Background: an optimization exercise with open tools, aiming at small area and a short achievable clock period. Do not read the settings as production practice.
In this exercise RTL edits were held to simulation tests only and were not proved equivalent to the original.
The flow treats the clock pin as an ideal source. Dropping or thinning the clock tree relies on that and would not hold on a real chip.
Power figures rest on the tool's default switching activity, not on a simulated workload.

==> flow/design.v <==
`timescale 1ns / 1ps
module Extra2LPTop(
    input clk,
    input rst,
    input [31:0] A_in,
    input [31:0] B_in,
    input [31:0] C_in,
    output [35:0] Q
    );
    localparam B1 = 11;    
    localparam B2 = 22;
    wire [31:0] c_sh = {2'b00, C_in[31:2]};
    wire [31:0] s0 = A_in ^ B_in ^ c_sh;
    wire [31:0] k0 = (A_in & B_in) | (A_in & c_sh) | (B_in & c_sh);
    wire [33:0] x0 = {2'b00, s0};
    wire [33:0] y0 = {1'b0, k0, 1'b0};
    wire [33:0] g0 = x0 & y0;
    wire [33:0] p0 = x0 ^ y0;
    reg [32:0] g1;           
    reg [33:0] p1;
    reg [1:0]  cl1;
    always @(posedge clk) begin
        g1  <= g0[32:0];
        p1  <= p0;
        cl1 <= C_in[1:0];
    end
    reg [33:0] gg, pp;       
    reg [33:0] cin;          
    reg [2:0]  cout;         
    integer i, l, st;
    always @(*) begin
        gg = {1'b0, g1};
        pp = p1;
        for (l = 1; l < 32; l = l * 2) begin
            for (i = 33; i >= 0; i = i - 1) begin
                st = (i >= B2) ? B2 : (i >= B1) ? B1 : 0;
                if (((i - st) & l) != 0 && ((i - st) & ~(l - 1)) - 1 + st >= st) begin
                    gg[i] = gg[i] | (pp[i] & gg[((i - st) & ~(2*l - 1)) + l - 1 + st]);
                    pp[i] = pp[i] & pp[((i - st) & ~(2*l - 1)) + l - 1 + st];
                end
            end
        end
        cin = 34'd0;
        for (i = 1; i < 34; i = i + 1)
            if (i != B1 && i != B2) cin[i] = gg[i-1];
        cout[0] = gg[B1-1];
        cout[1] = gg[B2-1];
    end
    wire [33:0] u1 = p1 ^ cin;
    reg        ph;
    reg        qa, qb;
    reg [33:0] u2;
    reg [1:0]  co2;
    reg [1:0]  cl2;
    reg [35:0] result;
    wire c_b1 = co2[0];
    wire c_b2 = co2[1] | (co2[0] & (&u2[B2-1:B1]));
    reg [B2-B1-1:0] mid;
    reg [33-B2:0]   top;
    integer j;
    always @(*) begin
        for (j = B1; j < B2; j = j + 1)
            mid[j-B1] = u2[j] ^ (c_b1 & (&(u2 | ~(((34'd1 << j) - 34'd1) & ~((34'd1 << B1) - 34'd1)))));
        for (j = B2; j < 34; j = j + 1)
            top[j-B2] = u2[j] ^ (c_b2 & (&(u2 | ~(((34'd1 << j) - 34'd1) & ~((34'd1 << B2) - 34'd1)))));
    end
    always @(posedge clk) begin
        if (rst) begin
            ph <= 1'b1;
            qa <= 1'b1;
            qb <= 1'b0;
        end else begin
            ph <= ~ph;
            qa <= ~qa;
            qb <= ~qb;
        end
        if (ph) begin
            u2  <= u1;
            co2 <= cout[1:0];
            cl2 <= cl1;
        end
        result <= ({top, mid, u2[B1-1:0], cl2} & {36{qa}}) | (result & {36{qb}});
    end
    assign Q = result;
endmodule
export LEC_CHECK = 0
export ABC_AREA = 1
export CAP_MARGIN = 20
export CORE_MARGIN = 2
export CORE_UTILIZATION = 60
export PLACE_DENSITY = 0.75
export SETUP_SLACK_MARGIN = 2.4
export SLEW_MARGIN = 20
create_clock -name core_clock -period 4.0 [get_ports {clk}]
standard.sh (not shown) runs the stock make flow with config.mk's settings and CLKGATE_MAP_FILE= SYNTH_SCRIPT=/design/flow/synth_recipe.tcl, a recipe that flattens the netlist after the stock synthesis.
==> flow/flow/run.sh <==
#!/bin/bash
# Standard ORFS layout (the standard.sh, standard synthesis), with:
#  - port buffers of sky130_fd_sc_hd__buf_1 instead of the default delay buffer
#  - a one-level clock tree (flow/clocktree.tcl, run as the CTS step's PRE hook):
#    the clock port drives four clkbuf_16, each driving a quarter of the
#    flip-flops; the CTS step's timing repair and placement run as usual
cp standard.sh standard_sh.log
export BUFFER_PORTS_ARGS="-buffer_cell sky130_fd_sc_hd__buf_1"
export PRE_CTS_TCL="$PWD/flow/clocktree.tcl"
bash standard.sh > standard.log 2>&1
Other scripts of this flow, unchanged in this note and not shown: flow/flow/clocktree.tcl
The starting point finished clean.
Edit:
--- a/flow/config.mk
+++ b/flow/config.mk
@@ -9,6 +9,5 @@
 export CAP_MARGIN = 20
 export CORE_MARGIN = 2
-export CORE_UTILIZATION = 60
-export PLACE_DENSITY = 0.75
+export CORE_UTILIZATION = 40
 export SETUP_SLACK_MARGIN = 2.4
 export SLEW_MARGIN = 20
Final cell count goes up by a little under a tenth.
Utilization goes down by 23 points.
Synthesized area does not change.
First-iteration DRC count goes up by well over a third.
Edit:
--- a/flow/config.mk
+++ b/flow/config.mk
@@ -9,5 +9,6 @@
 export CAP_MARGIN = 20
 export CORE_MARGIN = 2
-export CORE_UTILIZATION = 40
+export CORE_UTILIZATION = 70
+export PLACE_DENSITY = 0.85
 export SETUP_SLACK_MARGIN = 2.4
 export SLEW_MARGIN = 20
Outcome:
- routed wire length climbs by a few percent
- design area goes down by a few percent
- synthesized area stays the same
- core utilization came out higher by 35 points
- hold slack is about the same
- setup slack hardly moves
- via count went up by a few percent
- power went up slightly
- clock power came out lower by a few percent
- die area is lower by well over a third
- synthesized cell count does not change
In every run of this note, the design's own scripts or RTL, not TritonCTS, make the clock network.

* * *

## run 1
RTL: the design.v shown in full above, as it stands there.
export LEC_CHECK = 0
export ABC_AREA = 1
export CAP_MARGIN = 20
export CORE_MARGIN = 2
export CORE_UTILIZATION = 40
export PLACE_DENSITY = 0.55
export SETUP_SLACK_MARGIN = 2.4
export SLEW_MARGIN = 20
create_clock -name core_clock -period 4.0 [get_ports {clk}]
==> flow/flow/run.sh <==
#!/bin/bash
# Standard ORFS layout (the standard.sh, standard synthesis), with:
#  - port buffers of sky130_fd_sc_hd__buf_1 instead of the default delay buffer
#  - a two-level clock tree (flow/clocktree.tcl, run as the CTS step's PRE hook):
#    the clock port drives four clkbuf_16, each driving two clkbuf_8 that drive
#    an eighth of the flip-flops each; the CTS step's timing repair and placement
#    run as usual
cp standard.sh standard_sh.log
export BUFFER_PORTS_ARGS="-buffer_cell sky130_fd_sc_hd__buf_1"
export PRE_CTS_TCL="$PWD/flow/clocktree.tcl"
bash standard.sh > standard.log 2>&1
Other scripts of this flow, unchanged in this note and not shown: flow/flow/clocktree.tcl
Input changes introduced in run 2 (baseline for comparison: run 1):
Settings: a change of CORE_UTILIZATION from 40 to 50; a change of PLACE_DENSITY from 0.55 to 0.65.
Part of the cycle the worst path needs of run 1 is on par with run 2. For the met2 global-route usage, run 2 came in 5.7 points higher than run 1 did. Against run 1 as the reference, run 2 delivers a lower wire length of the first global-routing pass. Run 2 — global-route usage 2.5 points higher, run 1 as reference. Side by side, power turned out lower in run 2 than in run 1. Relative to run 1, run 2 improves die area. Going from run 1 to run 2, final cell count shrank by a few percent. | fraction of area in registers | run 2 vs run 1 | 0.63 points higher |. Taking run 1 as the reference point, the final design area excluding fillers of run 2 falls by about 1.6%. Diff run 1..run 2 | fraction of the mapped netlist area in compound gates | unchanged.
diff inputs: run 2 => run 3
Settings: PLACE_DENSITY changed from 0.65 to 0.75; CORE_UTILIZATION changed from 50 to 60; SETUP_SLACK_MARGIN changed from 2.4 to 2.35.
==> comparison <==
- Compared with run 2, run 3 shows a higher final HPWL from detailed placement.
- Changes observed in run 3 relative to run 2: utilization shows an increase of 10 points, relative contribution of the clock network to total power climbed 0.2 points.
- Taking run 2 as the reference, in run 3 internal portion of total power shows a reduction of 0.050 mW, combinational share of power -0.6 points, aggregate routed wire length went up by 1.4%, post-route worst setup slack lost 43 ps.
- Summary of the comparison: via count is lower in run 3, relative to run 2.
- Between run 2 and run 3, the number of tap instances is higher for run 2.
- Power attributed to sequential cells: run 3 vs run 2, no meaningful difference
- On final design instance area without fill, run 3 does better than run 2.
Input-level comparison between run 4 and run 3:
Settings: changing PLACE_DENSITY from 0.75 to 0.65; changing SETUP_SLACK_MARGIN from 2.35 to 2.4.
Findings:
- Run 4 vs. run 3: static leakage power went up; power went up; peak supply drop went up.
- More vias were needed by run 4 than by run 3.
- Higher pin slew with the least headroom to its limit goes to run 4 over run 3.
- Total met3 wirelength after detailed routing was higher in run 3 than in run 4.
- Changes observed in run 4 relative to run 3: pre-CTS setup slack went down 11 ps; design area went up 110 sq um; share of total power in the clock network held.
> inputs changed (run 4 -> run 5)
Settings: PLACE_DENSITY: 0.65 -> 0.85; CORE_UTILIZATION: 60 -> 70.
==> results.txt <==
As far as distinct cell type count of the synthesized netlist goes, run 4 and run 5 are indistinguishable; the numbers are identical.
Run 4 has lower post-route clock period utilization than run 5.
Summary: clock period minus final worst setup slack, run 5 worse than run 4
Re switching power: run 4 and run 5 aren't equal, and the higher value belongs to run 5.
In every run of this note, the design's own scripts or RTL, not TritonCTS, make the clock network.

* * *

// Extra2LPTop: RTL as listed in full above, without the edits since
export LEC_CHECK = 0
export ABC_AREA = 1
export CAP_MARGIN = 20
export CORE_MARGIN = 2
export CORE_UTILIZATION = 60
export PLACE_DENSITY = 0.75
export SETUP_SLACK_MARGIN = 2.4
export SLEW_MARGIN = 20
create_clock -name core_clock -period 4.0 [get_ports {clk}]
==> flow/flow/run.sh <==
#!/bin/bash
# Standard ORFS layout (the standard.sh, standard synthesis), with:
#  - port buffers of sky130_fd_sc_hd__buf_1 instead of the default delay buffer
#  - a two-level clock tree (flow/clocktree.tcl, run as the CTS step's PRE hook):
#    the clock port drives four clkbuf_16, each driving two clkbuf_16 that drive
#    an eighth of the flip-flops each; the CTS step's timing repair and placement
#    run as usual
cp standard.sh standard_sh.log
export BUFFER_PORTS_ARGS="-buffer_cell sky130_fd_sc_hd__buf_1"
export PRE_CTS_TCL="$PWD/flow/clocktree.tcl"
bash standard.sh > standard.log 2>&1
==> flow/flow/clocktree.tcl <==
# PRE_CTS_TCL hook: a two-level clock tree built by hand, in place of
# clock_tree_synthesis. The clock port drives four top buffers; each drives
# the leaf buffers of one quarter of the flip-flops (split at the median x,
# then the median y); each leaf buffer drives an equal share of its quarter
# (split again at medians) and sits at its group's centroid. Every
# flip-flop is two buffers from the port, so the tree adds no intended skew.
set top_cell  sky130_fd_sc_hd__clkbuf_16
set leaf_cell sky130_fd_sc_hd__clkbuf_16
set nleaf 2                   ;# leaf buffers per quarter: 1, 2 or 4
set block [ord::get_db_block]
set db [ord::get_db]
set clknet [$block findNet clk]
set sinks {}
foreach it [$clknet getITerms] {
  if {[$it isInputSignal]} {
    set xy [$it getAvgXY]
    lappend sinks [list $it [lindex $xy 1] [lindex $xy 2]]
  }
}
puts "manual clock tree: [llength $sinks] sinks"
proc split_half {lst idx} {
  set s [lsort -real -index $idx $lst]
  set n [expr {[llength $s] / 2}]
  return [list [lrange $s 0 [expr {$n - 1}]] [lrange $s $n end]]
}
# split along the wider side of the group's bounding box
proc split_wide {lst} {
  set xs [lsort -real [lmap s $lst {lindex $s 1}]]
  set ys [lsort -real [lmap s $lst {lindex $s 2}]]
  if {[lindex $xs end] - [lindex $xs 0] >= [lindex $ys end] - [lindex $ys 0]} {
    return [split_half $lst 1]
  }
  return [split_half $lst 2]
}
proc centroid {lst} {
  set sx 0; set sy 0
  foreach s $lst { set sx [expr {$sx + [lindex $s 1]}]; set sy [expr {$sy + [lindex $s 2]}] }
  return [list [expr {int($sx / [llength $lst])}] [expr {int($sy / [llength $lst])}]]
}
proc add_buffer {cell name loc innet} {
  set block [ord::get_db_block]
  set db [ord::get_db]
  set inst [odb::dbInst_create $block [$db findMaster $cell] $name]
  $inst setLocation [lindex $loc 0] [lindex $loc 1]
  $inst setPlacementStatus PLACED
  set net [odb::dbNet_create $block "${name}_net"]
  $net setSigType CLOCK
  [$inst findITerm A] connect $innet
  [$inst findITerm X] connect $net
  return $net
}
set quarters {}
foreach hx [split_half $sinks 1] {
  foreach hy [split_half $hx 2] { lappend quarters $hy }
}
set q 0
foreach g $quarters {
  set leaves [list $g]
  while {[llength $leaves] < $nleaf} {
    set next {}
    foreach l $leaves { lappend next {*}[split_wide $l] }
    set leaves $next
  }
  set topnet [add_buffer $top_cell "clkbuf_man_$q" [centroid $g] $clknet]
  set k 0
  foreach l $leaves {
    set net [add_buffer $leaf_cell "clkbuf_man_${q}_$k" [centroid $l] $topnet]
    foreach s $l {
      set it [lindex $s 0]
      $it disconnect
      $it connect $net
    }
    puts "manual clock tree: leaf buffer ${q}_$k drives [llength $l] sinks"
    incr k
  }
  incr q
}
$clknet setSigType CLOCK
set_propagated_clock [all_clocks]
# the tree is built: skip the tool's own clock tree synthesis
rename clock_tree_synthesis clock_tree_synthesis_unused
proc clock_tree_synthesis {args} { puts "clock_tree_synthesis skipped (manual tree)" }
The starting point finished clean.
Change:
--- a/flow/flow/run.sh
+++ b/flow/flow/run.sh
@@ -4,3 +4,3 @@
 #  - a two-level clock tree (flow/clocktree.tcl, run as the CTS step's PRE hook):
-#    the clock port drives four clkbuf_16, each driving two clkbuf_16 that drive
+#    the clock port drives four clkbuf_16, each driving two clkbuf_8 that drive
 #    an eighth of the flip-flops each; the CTS step's timing repair and placement
--- a/flow/flow/clocktree.tcl
+++ b/flow/flow/clocktree.tcl
@@ -7,3 +7,3 @@
 set top_cell  sky130_fd_sc_hd__clkbuf_16
-set leaf_cell sky130_fd_sc_hd__clkbuf_16
+set leaf_cell sky130_fd_sc_hd__clkbuf_8
 set nleaf 2                   ;# leaf buffers per quarter: 1, 2 or 4
The new run completed without violations.
First-iteration DRC count fell by about 8%.
Synthesized cell count does not change.
Combinational power is lower by about 2%.
Routed wire length fell by about 1%.
Utilization came out lower by 0.80 points.
Total power drops by 5.1%.
Register-to-register slack hardly moves.
Via count stays flat.
Worst setup slack is about the same.
Change:
--- a/flow/config.mk
+++ b/flow/config.mk
@@ -12,3 +12,3 @@
 export PLACE_DENSITY = 0.75
-export SETUP_SLACK_MARGIN = 2.4
+export SETUP_SLACK_MARGIN = 2.45
 export SLEW_MARGIN = 20
After rerunning:
- power rose by 6.8%
- routed wire length rose by 6.8%
- global-route usage rose by 0.97 points
- final area rose by 5.7%
- sequential power is about the same
- synthesized area does not change
- final cell count rose by 2.1%
- die area is unchanged
- synthesized cell count is unchanged
No run of this note takes its clock network from TritonCTS; it comes from the design's own scripts or RTL.

* * *

Extra2LPTop, a different RTL version from the one above (not shown whole).
Size in the first run: ~530 cells after synthesis, ~140 flip-flops, ~5900 sq um of cells after synthesis.
==> flow/config.mk <==
export PLATFORM = sky130hd
export DESIGN_NAME = Extra2LPTop
export DESIGN_NICKNAME = Extra2LPTop
export VERILOG_FILES = /design/flow/design.v
export SDC_FILE = /design/flow/constraint.sdc
export NUM_CORES = 4
export LEC_CHECK = 0
export ABC_AREA = 1
export CAP_MARGIN = 20
export CORE_MARGIN = 2
export CORE_UTILIZATION = 60
export PLACE_DENSITY = 0.75
export SETUP_SLACK_MARGIN = 2.4
export SLEW_MARGIN = 20
==> flow/constraint.sdc <==
create_clock -name core_clock -period 4.0 [get_ports {clk}]
set_input_delay 0.8000 -clock core_clock [delete_from_list [all_inputs] [get_ports {clk}]]
set_output_delay 0.8000 -clock core_clock [all_outputs]
set_load 0.01 [all_outputs]
==> flow/flow/run.sh <==
#!/bin/bash
# Standard ORFS layout (the standard.sh, standard synthesis), with:
#  - port buffers of sky130_fd_sc_hd__buf_1 instead of the default delay buffer
#  - a two-level clock tree (flow/clocktree.tcl, run as the CTS step's PRE hook):
#    the clock port drives four clkbuf_8, each driving two clkbuf_8 that drive
#    an eighth of the flip-flops each; the CTS step's timing repair and placement
#    run as usual
cp standard.sh standard_sh.log
export BUFFER_PORTS_ARGS="-buffer_cell sky130_fd_sc_hd__buf_1"
export PRE_CTS_TCL="$PWD/flow/clocktree.tcl"
bash standard.sh > standard.log 2>&1
==> flow/flow/clocktree.tcl <==
# PRE_CTS_TCL hook: a two-level clock tree built by hand, in place of
# clock_tree_synthesis. The clock port drives four top buffers; each drives
# the leaf buffers of one quarter of the flip-flops (split at the median x,
# then the median y); each leaf buffer drives an equal share of its quarter
# (split again at medians) and sits at its group's centroid. Every
# flip-flop is two buffers from the port, so the tree adds no intended skew.
set top_cell  sky130_fd_sc_hd__clkbuf_8
set leaf_cell sky130_fd_sc_hd__clkbuf_8
set nleaf 2                   ;# leaf buffers per quarter: 1, 2 or 4
set block [ord::get_db_block]
set db [ord::get_db]
set clknet [$block findNet clk]
set sinks {}
foreach it [$clknet getITerms] {
  if {[$it isInputSignal]} {
    set xy [$it getAvgXY]
    lappend sinks [list $it [lindex $xy 1] [lindex $xy 2]]
  }
}
puts "manual clock tree: [llength $sinks] sinks"
proc split_half {lst idx} {
  set s [lsort -real -index $idx $lst]
  set n [expr {[llength $s] / 2}]
  return [list [lrange $s 0 [expr {$n - 1}]] [lrange $s $n end]]
}
# split along the wider side of the group's bounding box
proc split_wide {lst} {
  set xs [lsort -real [lmap s $lst {lindex $s 1}]]
  set ys [lsort -real [lmap s $lst {lindex $s 2}]]
  if {[lindex $xs end] - [lindex $xs 0] >= [lindex $ys end] - [lindex $ys 0]} {
    return [split_half $lst 1]
  }
  return [split_half $lst 2]
}
proc centroid {lst} {
  set sx 0; set sy 0
  foreach s $lst { set sx [expr {$sx + [lindex $s 1]}]; set sy [expr {$sy + [lindex $s 2]}] }
  return [list [expr {int($sx / [llength $lst])}] [expr {int($sy / [llength $lst])}]]
}
proc add_buffer {cell name loc innet} {
  set block [ord::get_db_block]
  set db [ord::get_db]
  set inst [odb::dbInst_create $block [$db findMaster $cell] $name]
  $inst setLocation [lindex $loc 0] [lindex $loc 1]
  $inst setPlacementStatus PLACED
  set net [odb::dbNet_create $block "${name}_net"]
  $net setSigType CLOCK
  [$inst findITerm A] connect $innet
  [$inst findITerm X] connect $net
  return $net
}
set quarters {}
foreach hx [split_half $sinks 1] {
  foreach hy [split_half $hx 2] { lappend quarters $hy }
}
set q 0
foreach g $quarters {
  set leaves [list $g]
  while {[llength $leaves] < $nleaf} {
    set next {}
    foreach l $leaves { lappend next {*}[split_wide $l] }
    set leaves $next
  }
  set topnet [add_buffer $top_cell "clkbuf_man_$q" [centroid $g] $clknet]
  set k 0
  foreach l $leaves {
    set net [add_buffer $leaf_cell "clkbuf_man_${q}_$k" [centroid $l] $topnet]
    foreach s $l {
      set it [lindex $s 0]
      $it disconnect
      $it connect $net
    }
    puts "manual clock tree: leaf buffer ${q}_$k drives [llength $l] sinks"
    incr k
  }
  incr q
}
$clknet setSigType CLOCK
set_propagated_clock [all_clocks]
# the tree is built: skip the tool's own clock tree synthesis
rename clock_tree_synthesis clock_tree_synthesis_unused
proc clock_tree_synthesis {args} { puts "clock_tree_synthesis skipped (manual tree)" }
Next try:
--- a/flow/flow/run.sh
+++ b/flow/flow/run.sh
@@ -5 +5 @@
-#    the clock port drives four clkbuf_8, each driving two clkbuf_8 that drive
+#    the clock port drives four clkbuf_16, each driving two clkbuf_8 that drive
--- a/flow/flow/clocktree.tcl
+++ b/flow/flow/clocktree.tcl
@@ -7 +7 @@
-set top_cell  sky130_fd_sc_hd__clkbuf_8
+set top_cell  sky130_fd_sc_hd__clkbuf_16
Settings changed: GPL_ROUTABILITY_DRIVEN from default to 0.
=>
- wire length came out higher by 0.65%
- via count stays flat
- worst setup slack hardly moves
- die area is unchanged
- first-iteration DRC count rose by about 19%
- global-route usage is higher by 0.14 points
- combinational power barely changes
- clock skew came out lower by 0.0031 ns
Next try:
Settings changed: GPL_ROUTABILITY_DRIVEN 0 to default.
Power stays the same.
Design area stays the same.
Combinational power hardly moves.
Next try:
Settings changed: GPL_TIMING_DRIVEN from default to 0.
Result: Routed wire length hardly moves. Power is higher by 1.2%. Register-to-register slack barely changes. Synthesized cell count stays the same. Setup slack degrades by 0.0050 ns. Cell area increases by 1.8%. Core utilization increases by 1.2 points. Hold slack hardly moves.
Next try:
--- a/flow/flow/run.sh
+++ b/flow/flow/run.sh
@@ -5 +5 @@
-#    the clock port drives four clkbuf_16, each driving two clkbuf_8 that drive
+#    the clock port drives four clkbuf_4, each driving two clkbuf_8 that drive
--- a/flow/flow/clocktree.tcl
+++ b/flow/flow/clocktree.tcl
@@ -7 +7 @@
-set top_cell  sky130_fd_sc_hd__clkbuf_16
+set top_cell  sky130_fd_sc_hd__clkbuf_4
Settings changed: GPL_TIMING_DRIVEN 0 to default.
=> Wire length grows slightly; setup slack got worse by 0.0036 ns; final cell count decreases slightly; fmax barely changes; cell area went up slightly; synthesized area is unchanged; synthesized cell count is unchanged.
No run of this note takes its clock network from TritonCTS; it comes from the design's own scripts or RTL.

[re-timing with driven ports]
Ports are ideal in the flow. The routed layouts listed here were re-timed in OpenROAD.
Step 1 assumes that a clkbuf_16 drives the clock port and a buf_2 every other input.
Step 2 times the ports against the registers' clock, not the clock port: input delays grow and output delays shrink by t, the midpoint of the rising clock arrivals with the driver on.
Slacks: ideal / step 1 / step 2; pairs: ideal / step 1.
run | t, ns | setup slack, ns | hold slack, ns | worst setup path at the end | slew at the worst register clock pin (ns)
the first run of note 1 | 0.258 | 2.375 / 2.373 / 2.154 | 0.421 / 0.421 / 0.421 | input to register | 0.12 / 0.12
the second run of note 1 | 0.265 | 2.354 / 2.349 / 2.144 | 0.423 / 0.423 / 0.423 | input to register | 0.12 / 0.12
the third run of note 1 | 0.258 | 2.354 / 2.367 / 2.152 | 0.421 / 0.421 / 0.421 | input to register | 0.12 / 0.12
run 1 | 0.362 | 2.433 / 2.347 / 2.167 | 0.413 / 0.413 / 0.413 | input to register | 0.11 / 0.11
run 2 | 0.354 | 2.431 / 2.350 / 2.183 | 0.414 / 0.414 / 0.414 | input to register | 0.11 / 0.11
run 3 | 0.355 | 2.388 / 2.306 / 2.180 | 0.413 / 0.413 / 0.413 | input to register | 0.10 / 0.10
run 4 | 0.357 | 2.426 / 2.345 / 2.156 | 0.415 / 0.415 / 0.415 | input to register | 0.11 / 0.11
run 5 | 0.356 | 2.418 / 2.335 / 2.152 | 0.413 / 0.413 / 0.413 | input to register | 0.11 / 0.11
the first run of note 3 | 0.342 | 2.429 / 2.349 / 2.162 | 0.407 / 0.407 / 0.407 | input to register | 0.07 / 0.07
the second run of note 3 | 0.354 | 2.431 / 2.351 / 2.178 | 0.416 / 0.416 / 0.416 | input to register | 0.11 / 0.11
the third run of note 3 | 0.354 | 2.413 / 2.370 / 2.170 | 0.415 / 0.415 / 0.415 | input to register | 0.10 / 0.10
the first run of note 4 | 0.342 | 2.435 / 2.370 / 2.197 | 0.414 / 0.414 / 0.414 | input to register | 0.10 / 0.10
the second run of note 4 | 0.353 | 2.435 / 2.354 / 2.198 | 0.414 / 0.414 / 0.414 | input to register | 0.11 / 0.11
the third run of note 4 | 0.353 | 2.435 / 2.354 / 2.198 | 0.414 / 0.414 / 0.414 | input to register | 0.11 / 0.11
the fourth run of note 4 | 0.357 | 2.430 / 2.348 / 2.174 | 0.412 / 0.412 / 0.412 | input to register | 0.11 / 0.11
the fifth run of note 4 | 0.355 | 2.427 / 2.370 / 2.197 | 0.414 / 0.414 / 0.414 | input to register | 0.11 / 0.11
After both steps setup and hold are still met in every run listed. For run 4, which loses most, drivers alone change the setup slack by -0.081 ns; drivers and shift together by -0.270 ns.
